This design comes from an exercise in tuning for small area on the open sky130 flow, not from production work.
At most, simulation tests tie the RTL to the original design; equivalence was not proved.

==> tundra: inputs <==
Design dct_1d, start of the top module:
module dct_1d(
    input clk,
    input rst_n,
    input enable,
    input signed [9:0] x0, input signed [9:0] x1, input signed [9:0] x2, input signed [9:0] x3,
    input signed [9:0] x4, input signed [9:0] x5, input signed [9:0] x6, input signed [9:0] x7,
    output reg signed [10:0] y0, output reg signed [10:0] y1, output reg signed [10:0] y2, output reg signed [10:0] y3,
    output reg signed [10:0] y4, output reg signed [10:0] y5, output reg signed [10:0] y6, output reg signed [10:0] y7,
    output valid
);
export LEC_CHECK = 0
export ABC_AREA = 1
export CAP_MARGIN = 20
export CORE_MARGIN = 2
export CORE_UTILIZATION = 40
export PLACE_DENSITY = 0.8
export SLEW_MARGIN = 20
export SYNTH_HIERARCHICAL = 1
create_clock -name core_clock -period 6.0 [get_ports {clk}]
run.sh (not shown) runs the stock make flow with config.mk's settings and CLKGATE_MAP_FILE= SYNTH_SCRIPT=/design/flow/synth_recipe.tcl, a recipe that flattens the netlist after the stock synthesis.
==> onyx: changes against tundra <==
GPL_TIMING_DRIVEN = 0   (was not set)
==> lagoon: changes against tundra <==
GPL_ROUTABILITY_DRIVEN = 0   (was not set)
==> comparison table <==
item	tundra	onyx	lagoon
Outcome	complete, no violations	complete, no violations	complete, no violations
Worst path slowest cell	fa_1	fa_2	fa_1
Setup slack, reg-to-reg	0.23 ns	0.12 ns	0.18 ns
Ratio of final minimum period to clock period	0.961	0.981	0.971
M1 wire length	34.9 mm	35.0 mm	33.6 mm
Detail Placement HPWL	79.7 mm	74.7 mm	78.2 mm
Clock network contribution to total cell area	0.0161	0.0167	0.0161
Register clock-pin slew on the reported worst setup and hold paths	0.08 ns	0.09 ns	0.08 ns
Pin slew with the least headroom to its limit	0.856 ns	1.12 ns	0.849 ns
Core occupancy in the finished layout	0.472	0.474	0.467
WP buf/inv	7	8	6
Total Routed Length	90.9 mm	90.5 mm	90.3 mm
Multi-input gate area in the final layout	24500 um2	24900 um2	24400 um2
Proportion of cell area occupied by multi-input gates	0.670	0.679	0.677
Diodes inserted	5	4	3
Register area	3660 um2	3790 um2	3660 um2
Reg2reg path depth	22	23	23
Met1 track demand over resource	0.299	0.290	0.287

---

==> inputs of yarrow <==
dct_1d, a different RTL version from the one above (not shown whole).
==> module maj_cell, before the edit <==
module maj_cell(input a, input b, input c, output co);
assign co = (a & b) | (c & (a | b));
endmodule
clock: 6.0 ns
lec_check: 0
abc_area: 1
cap_margin: 20
core_margin: 2
core_utilization: 40
place_density: 0.8
slew_margin: 20
synth_hierarchical: 1
==> xenon (differences from yarrow) <==
--- a/flow/design.v
+++ b/flow/design.v
@@ -2851,7 +2851,7 @@
 assign co = (a & b) | (a & c) | (b & c);
 endmodule
 module maj_cell(input a, input b, input c, output co);
-assign co = (a & b) | (c & (a | b));
+assign co = (a & b) | (a & c) | (b & c);
 endmodule
 module ha_cell(input a, input b, output s, output co);
 assign s = a ^ b;
ABC_AREA = 0   (was 1)
==> garnet (differences from yarrow) <==
--- a/flow/design.v
+++ b/flow/design.v
@@ -2851,7 +2851,7 @@
 assign co = (a & b) | (a & c) | (b & c);
 endmodule
 module maj_cell(input a, input b, input c, output co);
-assign co = (a & b) | (c & (a | b));
+assign co = (a & b) | (a & c) | (b & c);
 endmodule
 module ha_cell(input a, input b, output s, output co);
 assign s = a ^ b;
PLACE_DENSITY = 0.9   (was 0.8)
==> flow_summary.yaml <==
run_status:
  run_status: "failed layout checks"
  violations: "setup timing"
logic_synthesis:
  post_synth_num_cell_types: 69
  yosys.area_share.adder: 0.707
  area_share_of_and_or_nand_nor_cells_after_synthesis: 0.0285
final_layout:
  layoutNonFillerInstCount: 4103
place:
  gp_congestion: 1.05
  placed_cell_area_mm2: 0.0372
timing:
  setup_viol_count_final: 25
  final.setup.worst_slack_ns: -0.281
die:
  die_area_mm2: 0.0807
Source of the figures above: xenon

==> flow_summary.yaml <==
run_status:
  run_status: "complete, no violations"
logic_synthesis:
  synth.mux.area_fraction: 0.000347
  post_synth_num_cell_types: 40
  yosys.area_share.adder: 0.675
final_layout:
  layoutNonFillerInstCount: 4384
  multi_input_area_mm2: 0.0263
timing:
  setup_viol_count_final: 0
  final.setup.worst_slack_ns: 0.0914
routing:
  dr.max_layer_used: "met5"
place:
  placed_cell_area_mm2: 0.0370
die:
  die_area_mm2: 0.0835
Source of the figures above: garnet

==> flow_summary.yaml <==
run_status:
  run_status: "complete, no violations"
timing:
  final.setup.worst_slack_ns: 0.125
  setup_viol_count_final: 0
final_layout:
  seq_cell_count: 182
  layoutNonFillerInstCount: 4354
place:
  placed_cell_area_mm2: 0.0368
  gp_congestion: 1.03
logic_synthesis:
  post_synth_num_cell_types: 43
  yosys.area_share.adder: 0.678
  syn_area_mm2: 0.0323
  area_share_of_and_or_nand_nor_cells_after_synthesis: 0.0702
die:
  die_area_mm2: 0.0831
Source of the figures above: yarrow

For yarrow, only the layout was checked, not whether the RTL still works.

port drivers added, routing unchanged:
The results above use ideal ports. As a check the final layouts listed here were re-extracted and re-timed, cells and wires unchanged. Step 1, drivers: a clkbuf_16 drives clk and a buf_2 each remaining input, both assumed. Step 2 moves the port delays by t, midway between the first and last clock arrival at a register: inputs arrive t later, outputs are due t later. That takes back most of the time a late clock gives input paths. a / b / c = ideal / step 1 / step 2; a / b = the first two.
| run | t, ns | slack for setup (ns) | hold slack, ns | cell pins on the clock port's net |
|---|---|---|---|---|
| tundra | 0.565 | 0.232 / 0.232 / -0.238 | 0.410 / 0.410 / 0.410 | 1 |
| onyx | 0.572 | 0.116 / 0.116 / -0.376 | 0.410 / 0.410 / 0.410 | 1 |
| lagoon | 0.585 | 0.175 / 0.175 / -0.257 | 0.410 / 0.410 / 0.410 | 1 |
| yarrow | 0.564 | 0.125 / 0.125 / -0.206 | 0.418 / 0.418 / 0.418 | 1 |
| xenon | 0.574 | -0.281 / -0.281 / -0.281 | 0.434 / 0.434 / 0.434 | 1 |
| garnet | 0.561 | 0.091 / 0.091 / -0.249 | 0.423 / 0.423 / 0.423 | 1 |
Met with ideal ports but missed after step 2: setup timing in 5 of these runs. The setup slack of onyx, which loses most, moves by 0.000 ns with the drivers and by -0.492 ns with both steps.
